Background: an optimization exercise with open tools, aiming at small area and a short achievable clock period. Do not read the settings as production practice. No functional check of the RTL was part of any run shown here. Power and IR drop assume default switching activity.

--- flow/flow/run.sh ---
#!/bin/bash
# Standard ORFS layout, with port buffers of the smallest buffer cell
# (instead of buffer_ports' default pick, clkdlybuf4s50_1).
set -euo pipefail
export BUFFER_PORTS_ARGS="-buffer_cell sky130_fd_sc_hd__buf_1"
bash standard.sh finish > standard_flow.log 2>&1
--- flow/config.mk ---
export PLATFORM = sky130hd
export DESIGN_NAME = PE
export DESIGN_NICKNAME = PE
export VERILOG_FILES = /design/flow/design.v
export SDC_FILE = /design/flow/constraint.sdc
export NUM_CORES = 4
export LEC_CHECK = 0
export CAP_MARGIN = 20
export CORE_MARGIN = 2
export CORE_UTILIZATION = 40
export PLACE_DENSITY = 0.6
export SETUP_SLACK_MARGIN = 3
export SLEW_MARGIN = 20
export SYNTH_HIERARCHICAL = 1
export SYNTH_MINIMUM_KEEP_SIZE = 0
--- flow/design.v ---
module PE (
    input  wire               clk,
    input  wire               rst,
    input  wire               en,
    input  wire               mode_residual,
    input  wire signed [15:0] input_data,
    input  wire signed [15:0] weight_data,
    input  wire signed [15:0] residual_data,
    output reg  signed [15:0] output_data,
    output wire               input_sparse,
    output wire               weight_sparse,
    output wire               computation_skipped,
    output reg         [15:0] sparse_count,
    output reg         [15:0] total_count
);
    assign input_sparse  = (input_data[15:4] == 12'h000) |
                           ((input_data[15:4] == 12'hfff) & (input_data[3:0] != 4'h0));
    assign weight_sparse = (weight_data[15:4] == 12'h000) |
                           ((weight_data[15:4] == 12'hfff) & (weight_data[3:0] != 4'h0));
    assign computation_skipped = input_sparse | weight_sparse;
    wire mac = en & ~computation_skipped;
    reg  [15:0] acc_s;
    reg  [15:0] acc_c;    
    wire [16:0] bx = {weight_data, 1'b0};
    wire [16:0] ax = {input_data, 1'b0};
    wire one0 = (bx[1] ^ bx[0]);
    wire two0 = ((bx[2] & ~bx[1] & ~bx[0]) | (~bx[2] & bx[1] & bx[0]));
    wire neg0 = bx[2];
    wire bp_0_0;
    bsel u_bs0_0 (.one(one0), .two(two0), .neg(neg0), .a1(ax[1]), .a0(ax[0]), .p(bp_0_0));
    wire bp_0_1;
    bsel u_bs0_1 (.one(one0), .two(two0), .neg(neg0), .a1(ax[2]), .a0(ax[1]), .p(bp_0_1));
    wire bp_0_2;
    bsel u_bs0_2 (.one(one0), .two(two0), .neg(neg0), .a1(ax[3]), .a0(ax[2]), .p(bp_0_2));
    wire bp_0_3;
    bsel u_bs0_3 (.one(one0), .two(two0), .neg(neg0), .a1(ax[4]), .a0(ax[3]), .p(bp_0_3));
    wire bp_0_4;
    bsel u_bs0_4 (.one(one0), .two(two0), .neg(neg0), .a1(ax[5]), .a0(ax[4]), .p(bp_0_4));
    wire bp_0_5;
    bsel u_bs0_5 (.one(one0), .two(two0), .neg(neg0), .a1(ax[6]), .a0(ax[5]), .p(bp_0_5));
    wire bp_0_6;
    bsel u_bs0_6 (.one(one0), .two(two0), .neg(neg0), .a1(ax[7]), .a0(ax[6]), .p(bp_0_6));
    wire bp_0_7;
    bsel u_bs0_7 (.one(one0), .two(two0), .neg(neg0), .a1(ax[8]), .a0(ax[7]), .p(bp_0_7));
    wire bp_0_8;
    bsel u_bs0_8 (.one(one0), .two(two0), .neg(neg0), .a1(ax[9]), .a0(ax[8]), .p(bp_0_8));
    wire bp_0_9;
    bsel u_bs0_9 (.one(one0), .two(two0), .neg(neg0), .a1(ax[10]), .a0(ax[9]), .p(bp_0_9));
    wire bp_0_10;
    bsel u_bs0_10 (.one(one0), .two(two0), .neg(neg0), .a1(ax[11]), .a0(ax[10]), .p(bp_0_10));
    wire bp_0_11;
    bsel u_bs0_11 (.one(one0), .two(two0), .neg(neg0), .a1(ax[12]), .a0(ax[11]), .p(bp_0_11));
    wire bp_0_12;
    bsel u_bs0_12 (.one(one0), .two(two0), .neg(neg0), .a1(ax[13]), .a0(ax[12]), .p(bp_0_12));
    wire bp_0_13;
    bsel u_bs0_13 (.one(one0), .two(two0), .neg(neg0), .a1(ax[14]), .a0(ax[13]), .p(bp_0_13));
    wire bp_0_14;
    bsel u_bs0_14 (.one(one0), .two(two0), .neg(neg0), .a1(ax[15]), .a0(ax[14]), .p(bp_0_14));
    wire bp_0_15;
    bsel u_bs0_15 (.one(one0), .two(two0), .neg(neg0), .a1(ax[16]), .a0(ax[15]), .p(bp_0_15));
    wire one1 = (bx[3] ^ bx[2]);
    wire two1 = ((bx[4] & ~bx[3] & ~bx[2]) | (~bx[4] & bx[3] & bx[2]));
    wire neg1 = bx[4];
    wire bp_1_0;
    bsel u_bs1_0 (.one(one1), .two(two1), .neg(neg1), .a1(ax[1]), .a0(ax[0]), .p(bp_1_0));
    wire bp_1_1;
    bsel u_bs1_1 (.one(one1), .two(two1), .neg(neg1), .a1(ax[2]), .a0(ax[1]), .p(bp_1_1));
    wire bp_1_2;
    bsel u_bs1_2 (.one(one1), .two(two1), .neg(neg1), .a1(ax[3]), .a0(ax[2]), .p(bp_1_2));
    wire bp_1_3;
    bsel u_bs1_3 (.one(one1), .two(two1), .neg(neg1), .a1(ax[4]), .a0(ax[3]), .p(bp_1_3));
    wire bp_1_4;
    bsel u_bs1_4 (.one(one1), .two(two1), .neg(neg1), .a1(ax[5]), .a0(ax[4]), .p(bp_1_4));
    wire bp_1_5;
    bsel u_bs1_5 (.one(one1), .two(two1), .neg(neg1), .a1(ax[6]), .a0(ax[5]), .p(bp_1_5));
    wire bp_1_6;
    bsel u_bs1_6 (.one(one1), .two(two1), .neg(neg1), .a1(ax[7]), .a0(ax[6]), .p(bp_1_6));
    wire bp_1_7;
    bsel u_bs1_7 (.one(one1), .two(two1), .neg(neg1), .a1(ax[8]), .a0(ax[7]), .p(bp_1_7));
    wire bp_1_8;
    bsel u_bs1_8 (.one(one1), .two(two1), .neg(neg1), .a1(ax[9]), .a0(ax[8]), .p(bp_1_8));
    wire bp_1_9;
    bsel u_bs1_9 (.one(one1), .two(two1), .neg(neg1), .a1(ax[10]), .a0(ax[9]), .p(bp_1_9));
    wire bp_1_10;
    bsel u_bs1_10 (.one(one1), .two(two1), .neg(neg1), .a1(ax[11]), .a0(ax[10]), .p(bp_1_10));
    wire bp_1_11;
    bsel u_bs1_11 (.one(one1), .two(two1), .neg(neg1), .a1(ax[12]), .a0(ax[11]), .p(bp_1_11));
    wire bp_1_12;
    bsel u_bs1_12 (.one(one1), .two(two1), .neg(neg1), .a1(ax[13]), .a0(ax[12]), .p(bp_1_12));
    wire bp_1_13;
    bsel u_bs1_13 (.one(one1), .two(two1), .neg(neg1), .a1(ax[14]), .a0(ax[13]), .p(bp_1_13));
    wire one2 = (bx[5] ^ bx[4]);
    wire two2 = ((bx[6] & ~bx[5] & ~bx[4]) | (~bx[6] & bx[5] & bx[4]));
    wire neg2 = bx[6];
    wire bp_2_0;
    bsel u_bs2_0 (.one(one2), .two(two2), .neg(neg2), .a1(ax[1]), .a0(ax[0]), .p(bp_2_0));
    wire bp_2_1;
    bsel u_bs2_1 (.one(one2), .two(two2), .neg(neg2), .a1(ax[2]), .a0(ax[1]), .p(bp_2_1));
    wire bp_2_2;
    bsel u_bs2_2 (.one(one2), .two(two2), .neg(neg2), .a1(ax[3]), .a0(ax[2]), .p(bp_2_2));
    wire bp_2_3;
    bsel u_bs2_3 (.one(one2), .two(two2), .neg(neg2), .a1(ax[4]), .a0(ax[3]), .p(bp_2_3));
    wire bp_2_4;
    bsel u_bs2_4 (.one(one2), .two(two2), .neg(neg2), .a1(ax[5]), .a0(ax[4]), .p(bp_2_4));
    wire bp_2_5;
    bsel u_bs2_5 (.one(one2), .two(two2), .neg(neg2), .a1(ax[6]), .a0(ax[5]), .p(bp_2_5));
    wire bp_2_6;
    bsel u_bs2_6 (.one(one2), .two(two2), .neg(neg2), .a1(ax[7]), .a0(ax[6]), .p(bp_2_6));
    wire bp_2_7;
    bsel u_bs2_7 (.one(one2), .two(two2), .neg(neg2), .a1(ax[8]), .a0(ax[7]), .p(bp_2_7));
    wire bp_2_8;
    bsel u_bs2_8 (.one(one2), .two(two2), .neg(neg2), .a1(ax[9]), .a0(ax[8]), .p(bp_2_8));
    wire bp_2_9;
    bsel u_bs2_9 (.one(one2), .two(two2), .neg(neg2), .a1(ax[10]), .a0(ax[9]), .p(bp_2_9));
    wire bp_2_10;
    bsel u_bs2_10 (.one(one2), .two(two2), .neg(neg2), .a1(ax[11]), .a0(ax[10]), .p(bp_2_10));
    wire bp_2_11;
    bsel u_bs2_11 (.one(one2), .two(two2), .neg(neg2), .a1(ax[12]), .a0(ax[11]), .p(bp_2_11));
    wire one3 = (bx[7] ^ bx[6]);
    wire two3 = ((bx[8] & ~bx[7] & ~bx[6]) | (~bx[8] & bx[7] & bx[6]));
    wire neg3 = bx[8];
    wire bp_3_0;
    bsel u_bs3_0 (.one(one3), .two(two3), .neg(neg3), .a1(ax[1]), .a0(ax[0]), .p(bp_3_0));
    wire bp_3_1;
    bsel u_bs3_1 (.one(one3), .two(two3), .neg(neg3), .a1(ax[2]), .a0(ax[1]), .p(bp_3_1));
    wire bp_3_2;
    bsel u_bs3_2 (.one(one3), .two(two3), .neg(neg3), .a1(ax[3]), .a0(ax[2]), .p(bp_3_2));
    wire bp_3_3;
    bsel u_bs3_3 (.one(one3), .two(two3), .neg(neg3), .a1(ax[4]), .a0(ax[3]), .p(bp_3_3));
    wire bp_3_4;
    bsel u_bs3_4 (.one(one3), .two(two3), .neg(neg3), .a1(ax[5]), .a0(ax[4]), .p(bp_3_4));
    wire bp_3_5;
    bsel u_bs3_5 (.one(one3), .two(two3), .neg(neg3), .a1(ax[6]), .a0(ax[5]), .p(bp_3_5));
    wire bp_3_6;
    bsel u_bs3_6 (.one(one3), .two(two3), .neg(neg3), .a1(ax[7]), .a0(ax[6]), .p(bp_3_6));
    wire bp_3_7;
    bsel u_bs3_7 (.one(one3), .two(two3), .neg(neg3), .a1(ax[8]), .a0(ax[7]), .p(bp_3_7));
    wire bp_3_8;
    bsel u_bs3_8 (.one(one3), .two(two3), .neg(neg3), .a1(ax[9]), .a0(ax[8]), .p(bp_3_8));
    wire bp_3_9;
    bsel u_bs3_9 (.one(one3), .two(two3), .neg(neg3), .a1(ax[10]), .a0(ax[9]), .p(bp_3_9));
    wire one4 = (bx[9] ^ bx[8]);
    wire two4 = ((bx[10] & ~bx[9] & ~bx[8]) | (~bx[10] & bx[9] & bx[8]));
    wire neg4 = bx[10];
    wire bp_4_0;
    bsel u_bs4_0 (.one(one4), .two(two4), .neg(neg4), .a1(ax[1]), .a0(ax[0]), .p(bp_4_0));
    wire bp_4_1;
    bsel u_bs4_1 (.one(one4), .two(two4), .neg(neg4), .a1(ax[2]), .a0(ax[1]), .p(bp_4_1));
    wire bp_4_2;
    bsel u_bs4_2 (.one(one4), .two(two4), .neg(neg4), .a1(ax[3]), .a0(ax[2]), .p(bp_4_2));
    wire bp_4_3;
    bsel u_bs4_3 (.one(one4), .two(two4), .neg(neg4), .a1(ax[4]), .a0(ax[3]), .p(bp_4_3));
    wire bp_4_4;
    bsel u_bs4_4 (.one(one4), .two(two4), .neg(neg4), .a1(ax[5]), .a0(ax[4]), .p(bp_4_4));
    wire bp_4_5;
    bsel u_bs4_5 (.one(one4), .two(two4), .neg(neg4), .a1(ax[6]), .a0(ax[5]), .p(bp_4_5));
    wire bp_4_6;
    bsel u_bs4_6 (.one(one4), .two(two4), .neg(neg4), .a1(ax[7]), .a0(ax[6]), .p(bp_4_6));
    wire bp_4_7;
    bsel u_bs4_7 (.one(one4), .two(two4), .neg(neg4), .a1(ax[8]), .a0(ax[7]), .p(bp_4_7));
    wire one5 = (bx[11] ^ bx[10]);
    wire two5 = ((bx[12] & ~bx[11] & ~bx[10]) | (~bx[12] & bx[11] & bx[10]));
    wire neg5 = bx[12];
    wire bp_5_0;
    bsel u_bs5_0 (.one(one5), .two(two5), .neg(neg5), .a1(ax[1]), .a0(ax[0]), .p(bp_5_0));
    wire bp_5_1;
    bsel u_bs5_1 (.one(one5), .two(two5), .neg(neg5), .a1(ax[2]), .a0(ax[1]), .p(bp_5_1));
    wire bp_5_2;
    bsel u_bs5_2 (.one(one5), .two(two5), .neg(neg5), .a1(ax[3]), .a0(ax[2]), .p(bp_5_2));
    wire bp_5_3;
    bsel u_bs5_3 (.one(one5), .two(two5), .neg(neg5), .a1(ax[4]), .a0(ax[3]), .p(bp_5_3));
    wire bp_5_4;
    bsel u_bs5_4 (.one(one5), .two(two5), .neg(neg5), .a1(ax[5]), .a0(ax[4]), .p(bp_5_4));
    wire bp_5_5;
    bsel u_bs5_5 (.one(one5), .two(two5), .neg(neg5), .a1(ax[6]), .a0(ax[5]), .p(bp_5_5));
    wire one6 = (bx[13] ^ bx[12]);
    wire two6 = ((bx[14] & ~bx[13] & ~bx[12]) | (~bx[14] & bx[13] & bx[12]));
    wire neg6 = bx[14];
    wire bp_6_0;
    bsel u_bs6_0 (.one(one6), .two(two6), .neg(neg6), .a1(ax[1]), .a0(ax[0]), .p(bp_6_0));
    wire bp_6_1;
    bsel u_bs6_1 (.one(one6), .two(two6), .neg(neg6), .a1(ax[2]), .a0(ax[1]), .p(bp_6_1));
    wire bp_6_2;
    bsel u_bs6_2 (.one(one6), .two(two6), .neg(neg6), .a1(ax[3]), .a0(ax[2]), .p(bp_6_2));
    wire bp_6_3;
    bsel u_bs6_3 (.one(one6), .two(two6), .neg(neg6), .a1(ax[4]), .a0(ax[3]), .p(bp_6_3));
    wire one7 = (bx[15] ^ bx[14]);
    wire two7 = ((bx[16] & ~bx[15] & ~bx[14]) | (~bx[16] & bx[15] & bx[14]));
    wire neg7 = bx[16];
    wire bp_7_0 = one7 & ax[1];
    wire bp_7_1 = ((one7 & ax[2]) | (two7 & ax[1])) ^ (neg7 & one7 & ax[1]);
    wire hs0, hc0;
    ha u_ha0 (.a(acc_c[12]), .b(acc_s[12]), .s(hs0), .co(hc0));
    wire hs1, hc1;
    ha u_ha1 (.a(acc_c[13]), .b(acc_s[13]), .s(hs1), .co(hc1));
    wire fs0, fc0;
    fa u_fa0 (.a(acc_c[14]), .b(acc_s[14]), .c(bp_0_14), .s(fs0), .co(fc0));
    wire hs2, hc2;
    ha u_ha2 (.a(acc_c[6]), .b(acc_s[6]), .s(hs2), .co(hc2));
    wire hs3, hc3;
    ha u_ha3 (.a(acc_c[7]), .b(acc_s[7]), .s(hs3), .co(hc3));
    wire fs1, fc1;
    fa u_fa1 (.a(acc_c[8]), .b(acc_s[8]), .c(neg4), .s(fs1), .co(fc1));
    wire hs4, hc4;
    ha u_ha4 (.a(bp_0_8), .b(bp_1_6), .s(hs4), .co(hc4));
    wire fs2, fc2;
    fa u_fa2 (.a(acc_c[9]), .b(acc_s[9]), .c(bp_0_9), .s(fs2), .co(fc2));
    wire hs5, hc5;
    ha u_ha5 (.a(bp_1_7), .b(bp_2_5), .s(hs5), .co(hc5));
    wire fs3, fc3;
    fa u_fa3 (.a(acc_c[10]), .b(acc_s[10]), .c(neg5), .s(fs3), .co(fc3));
    wire fs4, fc4;
    fa u_fa4 (.a(bp_0_10), .b(bp_1_8), .c(bp_2_6), .s(fs4), .co(fc4));
    wire hs6, hc6;
    ha u_ha6 (.a(bp_3_4), .b(bp_4_2), .s(hs6), .co(hc6));
    wire fs5, fc5;
    fa u_fa5 (.a(acc_c[11]), .b(acc_s[11]), .c(bp_0_11), .s(fs5), .co(fc5));
    wire fs6, fc6;
    fa u_fa6 (.a(bp_1_9), .b(bp_2_7), .c(bp_3_5), .s(fs6), .co(fc6));
    wire hs7, hc7;
    ha u_ha7 (.a(bp_4_3), .b(bp_5_1), .s(hs7), .co(hc7));
    wire fs7, fc7;
    fa u_fa7 (.a(hs0), .b(neg6), .c(bp_0_12), .s(fs7), .co(fc7));
    wire fs8, fc8;
    fa u_fa8 (.a(bp_1_10), .b(bp_2_8), .c(bp_3_6), .s(fs8), .co(fc8));
    wire fs9, fc9;
    fa u_fa9 (.a(bp_4_4), .b(bp_5_2), .c(bp_6_0), .s(fs9), .co(fc9));
    wire fs10, fc10;
    fa u_fa10 (.a(hc0), .b(hs1), .c(bp_0_13), .s(fs10), .co(fc10));
    wire fs11, fc11;
    fa u_fa11 (.a(bp_1_11), .b(bp_2_9), .c(bp_3_7), .s(fs11), .co(fc11));
    wire fs12, fc12;
    fa u_fa12 (.a(bp_4_5), .b(bp_5_3), .c(bp_6_1), .s(fs12), .co(fc12));
    wire fs13, fc13;
    fa u_fa13 (.a(hc1), .b(bp_1_12), .c(bp_2_10), .s(fs13), .co(fc13));
    wire fs14, fc14;
    fa u_fa14 (.a(bp_3_8), .b(bp_4_6), .c(bp_5_4), .s(fs14), .co(fc14));
    wire fs15, fc15;
    fa u_fa15 (.a(bp_6_2), .b(bp_7_0), .c(fs0), .s(fs15), .co(fc15));
    wire hs8, hc8;
    ha u_ha8 (.a(acc_c[2]), .b(acc_s[2]), .s(hs8), .co(hc8));
    wire hs9, hc9;
    ha u_ha9 (.a(acc_c[3]), .b(acc_s[3]), .s(hs9), .co(hc9));
    wire fs16, fc16;
    fa u_fa16 (.a(acc_c[4]), .b(acc_s[4]), .c(neg2), .s(fs16), .co(fc16));
    wire hs10, hc10;
    ha u_ha10 (.a(bp_0_4), .b(bp_1_2), .s(hs10), .co(hc10));
    wire fs17, fc17;
    fa u_fa17 (.a(acc_c[5]), .b(acc_s[5]), .c(bp_0_5), .s(fs17), .co(fc17));
    wire hs11, hc11;
    ha u_ha11 (.a(bp_1_3), .b(bp_2_1), .s(hs11), .co(hc11));
    wire fs18, fc18;
    fa u_fa18 (.a(hs2), .b(neg3), .c(bp_0_6), .s(fs18), .co(fc18));
    wire fs19, fc19;
    fa u_fa19 (.a(bp_1_4), .b(bp_2_2), .c(bp_3_0), .s(fs19), .co(fc19));
    wire fs20, fc20;
    fa u_fa20 (.a(hc2), .b(hs3), .c(bp_0_7), .s(fs20), .co(fc20));
    wire fs21, fc21;
    fa u_fa21 (.a(bp_1_5), .b(bp_2_3), .c(bp_3_1), .s(fs21), .co(fc21));
    wire fs22, fc22;
    fa u_fa22 (.a(hc3), .b(bp_2_4), .c(bp_3_2), .s(fs22), .co(fc22));
    wire fs23, fc23;
    fa u_fa23 (.a(bp_4_0), .b(fs1), .c(hs4), .s(fs23), .co(fc23));
    wire fs24, fc24;
    fa u_fa24 (.a(bp_3_3), .b(bp_4_1), .c(fc1), .s(fs24), .co(fc24));
    wire fs25, fc25;
    fa u_fa25 (.a(hc4), .b(hs5), .c(fs2), .s(fs25), .co(fc25));
    wire fs26, fc26;
    fa u_fa26 (.a(bp_5_0), .b(fs3), .c(hc5), .s(fs26), .co(fc26));
    wire fs27, fc27;
    fa u_fa27 (.a(hs6), .b(fc2), .c(fs4), .s(fs27), .co(fc27));
    wire fs28, fc28;
    fa u_fa28 (.a(fc3), .b(hc6), .c(hs7), .s(fs28), .co(fc28));
    wire fs29, fc29;
    fa u_fa29 (.a(fc4), .b(fs5), .c(fs6), .s(fs29), .co(fc29));
    wire fs30, fc30;
    fa u_fa30 (.a(hc7), .b(fc5), .c(fc6), .s(fs30), .co(fc30));
    wire fs31, fc31;
    fa u_fa31 (.a(fs7), .b(fs8), .c(fs9), .s(fs31), .co(fc31));
    wire fs32, fc32;
    fa u_fa32 (.a(fc7), .b(fc8), .c(fc9), .s(fs32), .co(fc32));
    wire fs33, fc33;
    fa u_fa33 (.a(fs10), .b(fs11), .c(fs12), .s(fs33), .co(fc33));
    wire fs34, fc34;
    fa u_fa34 (.a(fc10), .b(fc11), .c(fc12), .s(fs34), .co(fc34));
    wire fs35, fc35;
    fa u_fa35 (.a(fs13), .b(fs14), .c(fs15), .s(fs35), .co(fc35));
    wire hs12, hc12;
    ha u_ha12 (.a(acc_c[0]), .b(acc_s[0]), .s(hs12), .co(hc12));
    wire hs13, hc13;
    ha u_ha13 (.a(acc_c[1]), .b(acc_s[1]), .s(hs13), .co(hc13));
    wire fs36, fc36;
    fa u_fa36 (.a(hs8), .b(neg1), .c(bp_0_2), .s(fs36), .co(fc36));
    wire fs37, fc37;
    fa u_fa37 (.a(hc8), .b(hs9), .c(bp_0_3), .s(fs37), .co(fc37));
    wire fs38, fc38;
    fa u_fa38 (.a(hc9), .b(bp_2_0), .c(fs16), .s(fs38), .co(fc38));
    wire fs39, fc39;
    fa u_fa39 (.a(fc16), .b(hc10), .c(hs11), .s(fs39), .co(fc39));
    wire fs40, fc40;
    fa u_fa40 (.a(hc11), .b(fc17), .c(fs18), .s(fs40), .co(fc40));
    wire fs41, fc41;
    fa u_fa41 (.a(fc18), .b(fc19), .c(fs20), .s(fs41), .co(fc41));
    wire fs42, fc42;
    fa u_fa42 (.a(fc20), .b(fc21), .c(fs22), .s(fs42), .co(fc42));
    wire fs43, fc43;
    fa u_fa43 (.a(fc22), .b(fs24), .c(fc23), .s(fs43), .co(fc43));
    wire fs44, fc44;
    fa u_fa44 (.a(fc24), .b(fs26), .c(fc25), .s(fs44), .co(fc44));
    wire fs45, fc45;
    fa u_fa45 (.a(fc26), .b(fs28), .c(fc27), .s(fs45), .co(fc45));
    wire fs46, fc46;
    fa u_fa46 (.a(fc28), .b(fc29), .c(fs30), .s(fs46), .co(fc46));
    wire fs47, fc47;
    fa u_fa47 (.a(fc30), .b(fc31), .c(fs32), .s(fs47), .co(fc47));
    wire fs48, fc48;
    fa u_fa48 (.a(fc32), .b(fc33), .c(fs34), .s(fs48), .co(fc48));
    wire hs14, hc14;
    ha u_ha14 (.a(hs12), .b(neg0), .s(hs14), .co(hc14));
    wire fs49, fc49;
    fa u_fa49 (.a(hc12), .b(hs13), .c(bp_0_1), .s(fs49), .co(fc49));
    wire fs50, fc50;
    fa u_fa50 (.a(hc13), .b(bp_1_0), .c(fs36), .s(fs50), .co(fc50));
    wire fs51, fc51;
    fa u_fa51 (.a(bp_1_1), .b(fc36), .c(fs37), .s(fs51), .co(fc51));
    wire fs52, fc52;
    fa u_fa52 (.a(hs10), .b(fc37), .c(fs38), .s(fs52), .co(fc52));
    wire fs53, fc53;
    fa u_fa53 (.a(fs17), .b(fc38), .c(fs39), .s(fs53), .co(fc53));
    wire fs54, fc54;
    fa u_fa54 (.a(fs19), .b(fc39), .c(fs40), .s(fs54), .co(fc54));
    wire fs55, fc55;
    fa u_fa55 (.a(fs21), .b(fc40), .c(fs41), .s(fs55), .co(fc55));
    wire fs56, fc56;
    fa u_fa56 (.a(fs23), .b(fc41), .c(fs42), .s(fs56), .co(fc56));
    wire fs57, fc57;
    fa u_fa57 (.a(fc42), .b(fs25), .c(fs43), .s(fs57), .co(fc57));
    wire fs58, fc58;
    fa u_fa58 (.a(fs27), .b(fc43), .c(fs44), .s(fs58), .co(fc58));
    wire fs59, fc59;
    fa u_fa59 (.a(fs29), .b(fc44), .c(fs45), .s(fs59), .co(fc59));
    wire fs60, fc60;
    fa u_fa60 (.a(fs31), .b(fc45), .c(fs46), .s(fs60), .co(fc60));
    wire fs61, fc61;
    fa u_fa61 (.a(fs33), .b(fc46), .c(fs47), .s(fs61), .co(fc61));
    wire fs62, fc62;
    fa u_fa62 (.a(fc47), .b(fs48), .c(fs35), .s(fs62), .co(fc62));
    wire x15_0 = acc_s[15] ^ bp_0_15;
    wire x15_1 = bp_1_13 ^ bp_2_11;
    wire x15_2 = bp_3_9 ^ bp_4_7;
    wire x15_3 = bp_5_5 ^ bp_6_3;
    wire x15_4 = bp_7_1 ^ x15_0;
    wire x15_5 = x15_1 ^ x15_2;
    wire x15_6 = x15_3 ^ fc0;
    wire x15_7 = fc13 ^ fc14;
    wire x15_8 = x15_4 ^ x15_5;
    wire x15_9 = x15_6 ^ x15_7;
    wire x15_10 = x15_8 ^ fc34;
    wire x15_11 = x15_9 ^ fc15;
    wire x15_12 = x15_10 ^ x15_11;
    wire x15_13 = fc48 ^ x15_12;
    wire x15_14 = fc35 ^ x15_13;
    wire x15_15 = x15_14 ^ fc62;
    wire [15:0] row0 = {x15_15, fc61, fc60, fc59, fc58, fc57, fc56, fc55, fc54, fc53, fc52, fc51, fc50, fc49, hc14, bp_0_0};
    wire [15:0] row1 = {1'b0, fs62, fs61, fs60, fs59, fs58, fs57, fs56, fs55, fs54, fs53, fs52, fs51, fs50, fs49, hs14};
    wire [15:0] res_g = residual_data & {16{mode_residual}};
    wire [15:0] out_s, out_c;
    assign out_c[0] = 1'b0;
    fa u_ofa0 (.a(acc_s[0]), .b(acc_c[0]), .c(res_g[0]), .s(out_s[0]), .co(out_c[1]));
    fa u_ofa1 (.a(acc_s[1]), .b(acc_c[1]), .c(res_g[1]), .s(out_s[1]), .co(out_c[2]));
    fa u_ofa2 (.a(acc_s[2]), .b(acc_c[2]), .c(res_g[2]), .s(out_s[2]), .co(out_c[3]));
    fa u_ofa3 (.a(acc_s[3]), .b(acc_c[3]), .c(res_g[3]), .s(out_s[3]), .co(out_c[4]));
    fa u_ofa4 (.a(acc_s[4]), .b(acc_c[4]), .c(res_g[4]), .s(out_s[4]), .co(out_c[5]));
    fa u_ofa5 (.a(acc_s[5]), .b(acc_c[5]), .c(res_g[5]), .s(out_s[5]), .co(out_c[6]));
    fa u_ofa6 (.a(acc_s[6]), .b(acc_c[6]), .c(res_g[6]), .s(out_s[6]), .co(out_c[7]));
    fa u_ofa7 (.a(acc_s[7]), .b(acc_c[7]), .c(res_g[7]), .s(out_s[7]), .co(out_c[8]));
    fa u_ofa8 (.a(acc_s[8]), .b(acc_c[8]), .c(res_g[8]), .s(out_s[8]), .co(out_c[9]));
    fa u_ofa9 (.a(acc_s[9]), .b(acc_c[9]), .c(res_g[9]), .s(out_s[9]), .co(out_c[10]));
    fa u_ofa10 (.a(acc_s[10]), .b(acc_c[10]), .c(res_g[10]), .s(out_s[10]), .co(out_c[11]));
    fa u_ofa11 (.a(acc_s[11]), .b(acc_c[11]), .c(res_g[11]), .s(out_s[11]), .co(out_c[12]));
    fa u_ofa12 (.a(acc_s[12]), .b(acc_c[12]), .c(res_g[12]), .s(out_s[12]), .co(out_c[13]));
    fa u_ofa13 (.a(acc_s[13]), .b(acc_c[13]), .c(res_g[13]), .s(out_s[13]), .co(out_c[14]));
    fa u_ofa14 (.a(acc_s[14]), .b(acc_c[14]), .c(res_g[14]), .s(out_s[14]), .co(out_c[15]));
    assign out_s[15] = acc_s[15] ^ res_g[15];
    wire [15:0] out_nx = out_s + out_c;
    always @(posedge clk or posedge rst) begin
        if (rst) begin
            acc_s <= 16'd0;
            acc_c <= 16'd0;
            output_data <= 16'd0;
            sparse_count <= 16'd0;
            total_count <= 16'd0;
        end else begin
            total_count  <= total_count + {15'd0, en};
            sparse_count <= sparse_count + {15'd0, en & computation_skipped};
            if (mac) begin
                acc_s <= row0;
                acc_c[0] <= row1[0];
                acc_c[1] <= row1[1];
                acc_c[2] <= row1[2];
                acc_c[3] <= row1[3];
                acc_c[4] <= row1[4];
                acc_c[5] <= row1[5];
                acc_c[6] <= row1[6];
                acc_c[7] <= row1[7];
                acc_c[8] <= row1[8];
                acc_c[9] <= row1[9];
                acc_c[10] <= row1[10];
                acc_c[11] <= row1[11];
                acc_c[12] <= row1[12];
                acc_c[13] <= row1[13];
                acc_c[14] <= row1[14];
            end
            if (en) output_data <= out_nx;
        end
    end
endmodule
module fa (input wire a, input wire b, input wire c, output wire s, output wire co);
    assign s = a ^ b ^ c;
    assign co = (a & b) | (a & c) | (b & c);
endmodule
module ha (input wire a, input wire b, output wire s, output wire co);
    assign s = a ^ b;
    assign co = a & b;
endmodule
module bsel (input wire one, input wire two, input wire neg, input wire a1, input wire a0, output wire p);
    assign p = ((one & a1) | (two & a0)) ^ neg;
endmodule
--- flow/standard.sh ---
#!/bin/bash
# synth_recipe.tcl (not shown) runs the flow's synth.tcl, then flattens the netlist and writes it again
# the make line also repeats each setting of config.mk as NAME=value (left out here)
make -C /OpenROAD-flow-scripts/flow DESIGN_CONFIG=/design/flow/config.mk WORK_HOME=/design/flow/orfs CLKGATE_MAP_FILE= SYNTH_SCRIPT=/design/flow/synth_recipe.tcl "${@:-finish}"
--- flow/constraint.sdc ---
create_clock -name core_clock -period 8.0 [get_ports {clk}]
set_input_delay 1.6000 -clock core_clock [delete_from_list [all_inputs] [get_ports {clk}]]
set_output_delay 1.6000 -clock core_clock [all_outputs]
set_load 0.01 [all_outputs]
==> out/qor.yml, run 1 <==
pwr:
  powerDensity_nw_per_um2: 422
  peakVddDrop_uv: 296
  finalPower_w: 0.00399
  power.leakage_nw: 3.79
setup_path:
  critPathCaptureType: "register"
  slowest_delay_ns: 0.50
  arrival_ns: 5.15
  reg2reg_slack_ns: 4.37
  slowest_stage: "fa_1"
  r2r-end: "acc_s[15]$_DFFE_PP0P_"
  critPathMostFrequentCell: "xnor2_1"
  crit_type: "input pin to register"
  crit_chain: "buf_8 > buf_12 > nand2b_4 > o21ai_4 > a22oi_2 > xnor2_2 > fa_2 > fa_2 > fa_1 > fa_2 > xnor2_2 > xnor2_1 > xnor2_1 > xnor2_1 > xnor2_1 > o21ai_1"
  startpoint: "weight_data[3]"
  r2r_cells: 11
  critPathMaxFanout: 7
  r2r_start: "acc_c[13]$_DFFE_PP0P_"
  cp-start-kind: "input pin"
  cp.required_ns: 8.20
clocking:
  cts_buffer_depth: 2
  cts_made_buffers: 9
  clk_pin_slew_worst_paths_ns: 0.06
  cts_tree: "done"
  htreeDepth: 3
  cts.sinks: 79
  clk_latency_ns: 0.33
  root_buffer: "clkbuf_16"
logic_synthesis:
  synth.largest_area_cell: "dfrtp_1"
  synth_edf_count: 0
  yosysMostFrequentCell: "xnor2_1"
  yosysTopAreaCellShare_pct: 25.8
  syn_area_um2: 7670
  synth_cell_types: 47
  synthTopCellsByCount: "xnor2_1, dfrtp_1, fa_1"
  ys_ff_latch: 79
  synthArstFlopShare_pct: 100
  synth_area_per_cell_um2: 12.3
  yosys_warnings: 7
  synth_seq_area_share_pct: 25.8
  synth_ff_type: "dfrtp_1"
  syn_inst: 626
  ys_top_cells_by_area: "dfrtp_1, fa_1, xnor2_1"
placed_design:
  hpwl_mm: 13.8
  portBuffers: 102
  dpl_cell_area_um2: 8570
  routabilityCongestion: 0.828
sta:
  slew_violations: 0
  rsz0062_at_grt: "true"
  skew_ns: 0.00869
  min_period_ns: 4.96
  finalCritPeriodShare_pct: 62.0
  setup-violations-final: 0
  max_freq_mhz: 202
  tns_ns: 0
  holdWs_ns: 0.469
  relSlewSlack_pct: 53.0
  final-hold-violation-count: 0
  tightest_slew_ns: 0.705
grt:
  grt_pass1_vias: 5792
  grt.total_usage_pct: 18.4
  antenna_found_initial: 0
  grt_max_degree: 80
  grt_pass1_wl_mm: 29.8
  gr-total-overflow: 0
die:
  initial_utilization_pct: 40.9
  fp.dieArea_um2: 20300
  std_cell_rows: 50
  ios: 103
  chipHeight_um: 142
  die_w_um: 142
  core_region_area_um2: 18800
drt:
  dr.pass1.iters: 4
  via_per_inst: 5.41
  via_count: 5512
  wl_mm: 18.0
  drt.antenna.violating_nets: 0
  drc: 0
  routedWlPerCell_um: 17.6
  drtIter0Drc: 177
final_layout:
  drive_above_1_share_pct: 29.4
  fill_cells: 1669
  final_nets: 945
  post-route-util_pct: 50.3
  area_growth_pct: 23.2
  antenna_cells: 0
  design_area_um2: 9450
worst_hold_path:
  min_to: "total_count[15]$_DFF_PP0_"
  min_path_cells: 1
  hold_start: "total_count[15]$_DFF_PP0_"
  min_path_type: "register to register"
run:
  drv_cap: 0
status:
  status: "complete, no violations"
## power by group
| part | total (W) | internal [W] | switching, W |
|---|---|---|---|
| Sequential | 0.000719 | 0.000566 | 0.000153 |
| Combinational | 0.00281 | 0.00151 | 0.00130 |
| Clock | 0.000461 | 0.000304 | 0.000157 |
| Total | 0.00399 | 0.00238 | 0.00161 |
## metrics by stage
step	setup slack, ns	cells
after floorplan	3.00	632
after global placement	1.96	967
after detailed placement	1.85	967
after CTS	3.00	1000
after global routing	2.86	1019
final	3.04	1019
## logic make-up after synthesis
| family | count (synthesis) | synth area share (%) |
|---|---|---|
| mux | 41 | 7.37 |
| flops | 79 | 25.8 |
| fa+ha+maj | 113 | 26.1 |
| xor+xnor | 133 | 15.2 |
| buf+inv | 20 | 1.31 |
| simple gates | 124 | 8.50 |
| compound gates | 115 | 15.7 |
| other cells | 1 | 0.0489 |
## layout by cell type, fill, tap and decap left out, types with 16 or more instances in the layout
| cell type | instances |
|---|---|
| mux2_4 | 28 |
| dfrtp_1 | 79 |
| xnor2_1 | 105 |
| fa_1 | 71 |
| ha_1 | 33 |
| buf_1 | 84 |
| nor2_1 | 16 |
| and2_1 | 17 |
| buf_4 | 38 |
| a22oi_2 | 70 |
| nand2_1 | 31 |
## metal layers
metal / up-vias / track usage (%) / share of wire, %
met2: 156 / 31.3 / 48
met1: 2798 / 24.5 / 45
met4: 0 / 5.16 / 1.8
met5: - / 0 / 0
met3: 21 / 2.69 / 5.0
li1: 2537 / - / -
## sequential cells by signal, indices dropped and copies added (netlist names)
name,flops
acc_s,16
acc_c,15
output_data,16
total_count,16
sparse_count,16
## modules after synthesis, one instance, submodules excluded
module  flops+latches  cell area [um^2]  copies in the design
PE                 79              4430                     1
bsel                0              21.3                    70
fa                  0              20.0                    78
ha                  0              12.5                    15
## critical path, delay by kind of cell
family,cells,cell delay (ns)
AOI/OAI and AO/OA,3,0.41
adders and majority gates,4,1.77
xor gates and xnor gates,6,0.99
buffers and inverters,2,0.23
and+or+nand+nor,1,0.14
## worst max-delay path by stage
stage	slack, ns	cells after the start	endpoint
6_report	3.04	16	acc_s[15]$_DFFE_PP0P_
5_1_grt	2.86	16	acc_s[15]$_DFFE_PP0P_
4_1_cts	3.00	16	acc_s[15]$_DFFE_PP0P_
3_5_place_dp	1.85	15	acc_s[15]$_DFFE_PP0P_
3_3_place_gp	1.96	15	acc_s[15]$_DFFE_PP0P_
2_1_floorplan	3.00	13	acc_s[15]$_DFFE_PP0P_
## layout make-up
class                           instances  area (um^2)  share of cell area [%]
Multi-Input combinational cell        533         5920                    62.7
Clock inverter                          5          108                    1.14
Clock buffer                           10          229                    2.42
Sequential cell                        79         1980                    20.9
Tap cell                              234          293                    3.10
Inverter                               11         42.5                   0.450
Timing Repair Buffer                  147          878                    9.30
## timing repair
item / CTS / global route
resized for setup: 33 / 42
endpoints found under the setup margin: 12 / 3
setup buffers: 18 / 18
hold buffers: 0 / 0
pin swaps: 8 / 15
cloned: 0 / 1
==> run 2: changes to the inputs <==
--- a/flow/design.v
+++ b/flow/design.v
@@ -347,18 +347,34 @@
     fa u_fa62 (.a(fc47), .b(fs48), .c(fs35), .s(fs62), .co(fc62));
-    wire x15_0 = acc_s[15] ^ bp_0_15;
-    wire x15_1 = bp_1_13 ^ bp_2_11;
-    wire x15_2 = bp_3_9 ^ bp_4_7;
-    wire x15_3 = bp_5_5 ^ bp_6_3;
-    wire x15_4 = bp_7_1 ^ x15_0;
-    wire x15_5 = x15_1 ^ x15_2;
-    wire x15_6 = x15_3 ^ fc0;
-    wire x15_7 = fc13 ^ fc14;
-    wire x15_8 = x15_4 ^ x15_5;
-    wire x15_9 = x15_6 ^ x15_7;
-    wire x15_10 = x15_8 ^ fc34;
-    wire x15_11 = x15_9 ^ fc15;
-    wire x15_12 = x15_10 ^ x15_11;
-    wire x15_13 = fc48 ^ x15_12;
-    wire x15_14 = fc35 ^ x15_13;
-    wire x15_15 = x15_14 ^ fc62;
+    wire x15_0;
+    xo2 u_x0 (.a(acc_s[15]), .b(bp_0_15), .y(x15_0));
+    wire x15_1;
+    xo2 u_x1 (.a(bp_1_13), .b(bp_2_11), .y(x15_1));
+    wire x15_2;
+    xo2 u_x2 (.a(bp_3_9), .b(bp_4_7), .y(x15_2));
+    wire x15_3;
+    xo2 u_x3 (.a(bp_5_5), .b(bp_6_3), .y(x15_3));
+    wire x15_4;
+    xo2 u_x4 (.a(bp_7_1), .b(x15_0), .y(x15_4));
+    wire x15_5;
+    xo2 u_x5 (.a(x15_1), .b(x15_2), .y(x15_5));
+    wire x15_6;
+    xo2 u_x6 (.a(x15_3), .b(fc0), .y(x15_6));
+    wire x15_7;
+    xo2 u_x7 (.a(fc13), .b(fc14), .y(x15_7));
+    wire x15_8;
+    xo2 u_x8 (.a(x15_4), .b(x15_5), .y(x15_8));
+    wire x15_9;
+    xo2 u_x9 (.a(x15_6), .b(x15_7), .y(x15_9));
+    wire x15_10;
+    xo2 u_x10 (.a(x15_8), .b(fc34), .y(x15_10));
+    wire x15_11;
+    xo2 u_x11 (.a(x15_9), .b(fc15), .y(x15_11));
+    wire x15_12;
+    xo2 u_x12 (.a(x15_10), .b(x15_11), .y(x15_12));
+    wire x15_13;
+    xo2 u_x13 (.a(fc48), .b(x15_12), .y(x15_13));
+    wire x15_14;
+    xo2 u_x14 (.a(fc35), .b(x15_13), .y(x15_14));
+    wire x15_15;
+    xo2 u_x15 (.a(x15_14), .b(fc62), .y(x15_15));
     wire [15:0] row0 = {x15_15, fc61, fc60, fc59, fc58, fc57, fc56, fc55, fc54, fc53, fc52, fc51, fc50, fc49, hc14, bp_0_0};
@@ -421,2 +437,5 @@
 endmodule
+module xo2 (input wire a, input wire b, output wire y);
+    assign y = a ^ b;
+endmodule
 module ha (input wire a, input wire b, output wire s, output wire co);
==> run 2 against run 1 <==
  * Still clean
  * Critical path depth decreased by 10
  * Worst hold slack got worse by 0.0034 ns
  * Die area increased by 0.19%
  * Design area decreased by 4.1%
  * Combinational power decreased by 6%
  * Synthesized cell count increased by 0.16%
  * Synthesized area increased by 0.20%
  * Routed wire length decreased by 0.81%
  * First-iteration DRC count increased by 39%
  * Via count decreased by 1.6%
  * Register-to-register slack improved by 0.43 ns
  * Critical endpoint is now computation_skipped
  * Largest cell class unchanged
  * Largest power group unchanged
==> out/qor.yml, run 2 <==
status:
  status: "complete, no violations"
setup_path:
  worst-path-buf-inv: 2  # unchanged
  slowest_delay_ns: 0.69  # +0.19 ns
  crit_chain: "buf_1 > nand4_1 > nor4_1 > a31oi_2 > nand2_1 > buf_1"
  critPathMostFrequentCell: "buf_1"
  crit_type: "input pin to output port"
  critPathMaxFanout: 13  # +6
  crit_family: "buffers and inverters"
  cp.required_ns: 6.40  # -1.80 ns
  critPathCaptureType: "output port"
  slowest_stage: "buf_1"
  arrival_ns: 3.30  # -1.85 ns
  cp-start-kind: "input pin"
placed_design:
  post-place-cells: 969  # +0.21%
  hpwl_mm: 13.6  # -1.6%
  routabilityCongestion: 0.893  # +7.8%
  portBuffers: 102  # unchanged
  dp_slack_ns: 1.88  # +0.0284 ns
logic_synthesis:
  synth.largest_area_cell: "dfrtp_1"
  syn_area_um2: 7680  # +0.20%
  synthArstFlopShare_pct: 100  # unchanged
  ys_top_cells_by_area: "dfrtp_1, fa_1, xnor2_1"
  synthTopCellsByCount: "xnor2_1, dfrtp_1, fa_1"
  syn_inst: 627  # +0.16%
  yosys.area_share.simple_pct: 8.24  # -0.26 points
  synth_mux_area_share_pct: 7.33  # -0.047 points
  yosysMostFrequentCell: "xnor2_1"
  synth_area_per_cell_um2: 12.3  # about the same
  yosysTopAreaCellShare_pct: 25.7  # -0.050 points
  synth_compound_area_share_pct: 16.2  # +0.51 points
  synth_ff_type: "dfrtp_1"
  synth_cell_types: 50  # +6.4%
  synth_top_family_by_area: "adder cells"
  synthAdderAreaFrac_pct: 26.1  # -0.051 points
  synth-xor-area-share_pct: 15.0  # -0.14 points
  ys_ff_latch: 79  # unchanged
  synth_seq_area_share_pct: 25.7  # -0.050 points
  synth_edf_count: 0  # unchanged
  yosys_warnings: 7  # unchanged
grt:
  grt.total_usage_pct: 17.8  # -0.56 points
  antenna_found_initial: 0  # unchanged
  grt_pass1_vias: 5708  # -1.5%
  gr-total-overflow: 0  # unchanged
  grt_max_degree: 80  # unchanged
  grt_pass1_wl_mm: 28.8  # -3.3%
pwr:
  power.share.combinational_pct: 70.3  # about the same
  powerDensity_nw_per_um2: 414  # -1.9%
  p_sw_share_pct: 41.4  # +1.1 points
  finalPower_w: 0.00376  # -5.9%
  p_switching_w: 0.00155  # -3.3%
  power.leakage_nw: 3.62  # -4.6%
  internal_power_w: 0.00220  # -7.6%
  sequentialPowerShare_pct: 19.4  # +1.4 points
  power_frac_clock_pct: 10.4  # -1.2 points
  peakVddDrop_uv: 215  # -27%
sta:
  fin_ws_ns: 3.10  # +0.0585 ns
  skew_ns: 0.0104  # +0.00174 ns
  finalCritPeriodShare_pct: 61.2  # -0.73 points
  min_period_ns: 4.90  # -0.0585 ns
  tns_ns: 0  # unchanged
  slew_violations: 0  # unchanged
  setup-violations-final: 0  # unchanged
  tightest_slew_ns: 1.01  # +0.300 ns
  max_freq_mhz: 204  # +1.2%
  rsz0062_at_grt: "false"
  relSlewSlack_pct: 33.0  # -20 points
  final-hold-violation-count: 0  # unchanged
drt:
  wl_mm: 17.8  # -0.81%
  drc: 0  # unchanged
  dr.pass1.iters: 6  # +2
  via_per_inst: 5.37  # -0.80%
  routedWlPerCell_um: 17.6  # about the same
  via_count: 5425  # -1.6%
  drtIter0Drc: 246  # +39%
  drt.antenna.violating_nets: 0  # unchanged
worst_hold_path:
  min_path_type: "register to register"
die:
  chipHeight_um: 143  # about the same
  fp.dieArea_um2: 20300  # +0.19%
  initial_utilization_pct: 40.9  # +0.080 points
  std_cell_rows: 50  # unchanged
  core_region_area_um2: 18800  # unchanged
  die_w_um: 143  # about the same
  ios: 103  # unchanged
clocking:
  clk_latency_ns: 0.33  # about the same
  cts.sinks: 79  # unchanged
  htreeDepth: 3  # unchanged
  root_buffer: "clkbuf_16"
  cts_tree: "done"
  cts_buffer_depth: 2  # unchanged
  cts_made_buffers: 9  # unchanged
  clk_pin_slew_worst_paths_ns: 0.06  # about the same
final_layout:
  area_growth_pct: 18.0
  final_cell_mix: "xnor2_1, buf_1, fa_1, dfrtp_1, a22oi_2"
  antenna_cells: 0  # unchanged
  final_cells: 1011  # -0.79%
  final_nets: 936  # -0.95%
  final_common_cell: "xnor2_1"
  drive_above_1_share_pct: 24.1  # -5.4 points
run:
  drv_cap: 0  # unchanged
[run 2: cell count changes in the layout (fill, tap and decap cells not counted), moves of 3 or more]
cell | previous run | this run
bufinv_16 | 3 | 0
nand4_1 | 10 | 13
buf_4 | 38 | 30
xor2_1 | 12 | 25
buf_1 | 84 | 96
fa_1 | 71 | 79
xnor2_2 | 10 | 0
fa_2 | 8 | 0
clkbuf_2 | 7 | 2
buf_12 | 5 | 1
xnor2_1 | 105 | 102
nand3_1 | 15 | 12
nand2_1 | 31 | 27
[run 2: worst reg2reg max path, cell delays in order (launching register included)]
cell     delay, ns
dfrtp_1       0.44
ha_1          0.35
fa_1          0.49
fa_1          0.47
fa_1          0.49
fa_1          0.42
xor2_1        0.17
mux2_4        0.26
[run 2: final cells by class]
class / count / area [um^2]
tap: 234 / 293
inverter: 12 / 46.3
timing repair buffer: 137 / 699
clock inverter: 4 / 30.0
sequential: 79 / 1980
clock buffer: 12 / 256
fill: 1707 / 9700
multi-input combinational: 533 / 5760
[run 2: logic make-up (layout without fill, tap and decap cells)]
logic type,after synthesis,after routing
compound gates,123,123
xor+xnor,132,132
fa+ha+maj,113,113
buf+inv,21,165
flops,79,79
mux,40,40
other cells,1,7
simple gates,118,118
[run 2: worst paths after layout]
| kind | start | to | slack (ns) | cells after the start |
|---|---|---|---|---|
| setup / recovery | input_data[5] | computation_skipped | 3.10 | 6 |
| hold / removal | total_count[15]$_DFF_PP0_ | total_count[15]$_DFF_PP0_ | 0.47 | 1 |
| setup reg to reg | acc_c[13]$_DFFE_PP0P_ | acc_s[15]$_DFFE_PP0P_ | 4.80 | 7 |
| hold reg to reg | total_count[15]$_DFF_PP0_ | total_count[15]$_DFF_PP0_ | 0.47 | 1 |
| max in group asynchronous | rst | acc_c[5]$_DFFE_PP0P_ | 6.07 | 3 |
| min in group asynchronous | rst | sparse_count[15]$_DFF_PP0_ | 1.44 | 3 |
[run 2: repair_timing]
action                     CTS  global route
gates resized for setup     22             7
pin swaps                    2             3
setup buffers                8            17
hold buffers                 0             0
cloned                       0             0
setup endpoints to repair   19             4
[run 2: per-stage QoR]
step	util (%)	hold WS, ns	instance area (um^2)
finish	48.3	0.465	9070
global placement	44.8	0.461	8420
CTS	47.4	0.474	8890
detailed placement	44.9	0.466	8420
global route	48.3	0.486	9070
floorplan	-	0.507	7730
[run 2: Yosys stat by module, one instance, submodules excluded]
module	flops+latches	area (um^2)
xo2	0	8.76
ha	0	12.5
fa	0	20.0
PE	79	4310
bsel	0	21.3
[run 2: metal layers]
layer / track usage, % / up-vias / routed length [um]
li1: - / 2531 / -
met1: 24.0 / 2676 / 7900
met2: 29.9 / 182 / 8560
met3: 2.22 / 36 / 907
met4: 5.89 / 0 / 452
met5: 0 / - / 0
[run 2: power groups by stage]
stage               Combinational [W]  Clock [W]  Sequential (W)
global route                  0.00301   0.000412        0.000757
detailed placement            0.00265          0        0.000738
global placement              0.00256          0        0.000730
finish                        0.00264   0.000389        0.000728
floorplan                     0.00210          0        0.000720
CTS                           0.00267   0.000398        0.000732

==> port drivers added, routing unchanged <==
The results above use ideal ports. As a check the final layouts listed here were re-extracted and re-timed, cells and wires unchanged. Step 1 (the two cells are an assumption about what drives the block):
set clk [get_ports {clk}]
set_driving_cell -lib_cell sky130_fd_sc_hd__clkbuf_16 $clk
set_driving_cell -lib_cell sky130_fd_sc_hd__buf_2 [delete_from_list [all_inputs] $clk]
Step 2 also shifts input and output timing later by t, the mid clock arrival at the registers, as if the neighbouring blocks saw the same clock. Slacks: no drivers / after step 1 / after step 2; pairs: no drivers / after step 1.
| run | t, ns | slack for setup (ns) | hold slack, ns | cell pins on the clock port's net |
|---|---|---|---|---|
| run 1 | 0.363 | 3.044 / 3.042 / 2.679 | 0.469 / 0.469 / 0.469 | 1 |
| run 2 | 0.365 | 3.102 / 3.072 / 2.796 | 0.465 / 0.465 / 0.465 | 1 |
After both steps every run listed still meets setup and hold. For run 1, which loses most, drivers alone change the setup slack by -0.002 ns; drivers and shift together by -0.365 ns.
